Context: an optimization exercise on an open-source flow, tuned for small area. The choices shown serve that exercise and are no tape-out recipe. Function was checked by simulation only, so behaviour that the tests miss may differ from the original.

## the reference run
==> flow/design.v (excerpt) <==
module axi_interconnect
      #(parameter W_CID  = 4            
                , W_ID   = 4            
                , W_ADDR = 32           
                , W_LEN  = 8            
                , W_DATA = 32           
                , W_STRB = (W_DATA/8)   
                , W_SID  = (W_CID+W_ID) 
       )
(
       input   wire                      AXI_RSTn
     , input   wire                      AXI_CLK
     , input   wire  [3*(W_ID-1+1)-1:0] M_AXI_AWID
     , input   wire  [3*(W_ADDR-1+1)-1:0] M_AXI_AWADDR
     , input   wire  [3*(W_LEN-1+1)-1:0] M_AXI_AWLEN
     , input   wire  [3*(2+1)-1:0] M_AXI_AWSIZE
     , input   wire  [3*(1+1)-1:0] M_AXI_AWBURST
     , input   wire  [3*(0+1)-1:0] M_AXI_AWVALID
     , output   wire  [3*(0+1)-1:0] M_AXI_AWREADY
     , input   wire  [3*(W_ID-1+1)-1:0] M_AXI_WID
     , input   wire  [3*(W_DATA-1+1)-1:0] M_AXI_WDATA
     , input   wire  [3*(W_STRB-1+1)-1:0] M_AXI_WSTRB
     , input   wire  [3*(0+1)-1:0] M_AXI_WLAST
     , input   wire  [3*(0+1)-1:0] M_AXI_WVALID
     , output   wire  [3*(0+1)-1:0] M_AXI_WREADY
     , output   wire  [3*(W_ID-1+1)-1:0] M_AXI_BID
     , output   wire  [3*(1+1)-1:0] M_AXI_BRESP
     , output   wire  [3*(0+1)-1:0] M_AXI_BVALID
     , input   wire  [3*(0+1)-1:0] M_AXI_BREADY
     , input   wire  [3*(W_ID-1+1)-1:0] M_AXI_ARID
     , input   wire  [3*(W_ADDR-1+1)-1:0] M_AXI_ARADDR
     , input   wire  [3*(W_LEN-1+1)-1:0] M_AXI_ARLEN
     , input   wire  [3*(2+1)-1:0] M_AXI_ARSIZE
     , input   wire  [3*(1+1)-1:0] M_AXI_ARBURST
     , input   wire  [3*(0+1)-1:0] M_AXI_ARVALID
     , output   wire  [3*(0+1)-1:0] M_AXI_ARREADY
     , output   wire  [3*(W_ID-1+1)-1:0] M_AXI_RID
     , output   wire  [3*(W_DATA-1+1)-1:0] M_AXI_RDATA
     , output   wire  [3*(1+1)-1:0] M_AXI_RRESP
     , output   wire  [3*(0+1)-1:0] M_AXI_RLAST
     , output   wire  [3*(0+1)-1:0] M_AXI_RVALID
     , input   wire  [3*(0+1)-1:0] M_AXI_RREADY
     , output   wire  [3*(W_SID-1+1)-1:0] S_AXI_AWID
     , output   wire  [3*(W_ADDR-1+1)-1:0] S_AXI_AWADDR
     , output   wire  [3*(W_LEN-1+1)-1:0] S_AXI_AWLEN
     , output   wire  [3*(2+1)-1:0] S_AXI_AWSIZE
     , output   wire  [3*(1+1)-1:0] S_AXI_AWBURST
  ...
Size: roughly 15000 cells after synthesis, ~1300 I/O pins, about 0.21 mm^2 of cells after synthesis.
export LEC_CHECK = 0
export CAP_MARGIN = 20
export CORE_MARGIN = 2
export CORE_UTILIZATION = 40
export CTS_CLUSTER_DIAMETER = 100
export CTS_CLUSTER_SIZE = 25
export SLEW_MARGIN = 20
create_clock -name core_clock -period 10.0 [get_ports {AXI_CLK}]
standard.sh (not shown) runs the stock make flow with config.mk's settings and CLKGATE_MAP_FILE= SYNTH_SCRIPT=/design/flow/synth_recipe.tcl, a recipe that flattens the netlist after the stock synthesis.
==> flow/flow/run.sh <==
#!/bin/bash
set -euo pipefail
cd "$(dirname "$0")/.."
bash standard.sh \
  "BUFFER_PORTS_ARGS=-buffer_cell sky130_fd_sc_hd__buf_1" \
  "CTS_ARGS=-sink_clustering_enable -repair_clock_nets -dont_use_dummy_load -sink_clustering_size 25 -sink_clustering_max_diameter 100" \
  finish > make_finish.log 2>&1
Here is what was changed in the inputs of the trial run compared with the reference run.
==> flow/run.sh (new file) <==
#!/bin/bash
# synth_recipe.tcl (not shown) runs the flow's synth.tcl, then flattens the netlist and writes it again
# the make line also repeats each setting of config.mk as NAME=value (left out here)
make -C /OpenROAD-flow-scripts/flow DESIGN_CONFIG=/design/flow/config.mk WORK_HOME=/design/flow/orfs CLKGATE_MAP_FILE= SYNTH_SCRIPT=/design/flow/synth_recipe.tcl finish
removed: flow/flow/run.sh
removed: flow/standard.sh
### Flow results
- The reference run: PASS, flow complete, no timing, DRC or antenna violations
- In summary, the trial run completed successfully, with a layout that passed the timing, design-rule and antenna checks.
- Summary of the trial run over the reference run: clock latency reported for the late side of the worst-skew pair went down, cell depth of the worst setup path went down, final worst-path setup slack went down, final clock period utilization by the worst path went up.
- The combined area of the multi-input logic cells was comparable across the trial run and the reference run.
- Relative to the reference run, number of clock-tree buffers in the layout increased by about 60% in the trial run.

-- port drivers added, routing unchanged --
The flow's constraints put no driver on any port. The routed layouts listed below were extracted and timed again, unchanged, in two steps.
Step 1 sets driving cells, clkbuf_16 on the clock port and buf_2 on the other inputs (assumed; they add their load-dependent delay and slew).
Step 2 adds t to the input delays and takes it off the output delays; t is the mean of the earliest and latest rising clock arrival at the registers after step 1. Input paths then give back, and output paths get back, about the clock's delay inside the block.
Three values: ideal ports, drivers, drivers and shift; two values: the first two.
| run | shift t [ns] | setup WS [ns] | worst register clock-pin slew, ns | worst data-port slew with drivers (ns) |
|---|---|---|---|---|
| the reference run | 1.107 | 2.055 / 2.055 / 2.055 | 0.11 / 0.11 | 0.41 |
| the trial run | 1.109 | 1.825 / 1.803 / 1.803 | 0.11 / 0.11 | 0.38 |
After both steps setup and hold are still met in every run listed. For the trial run, which loses most, drivers alone change the setup slack by -0.022 ns; drivers and shift together by -0.022 ns.
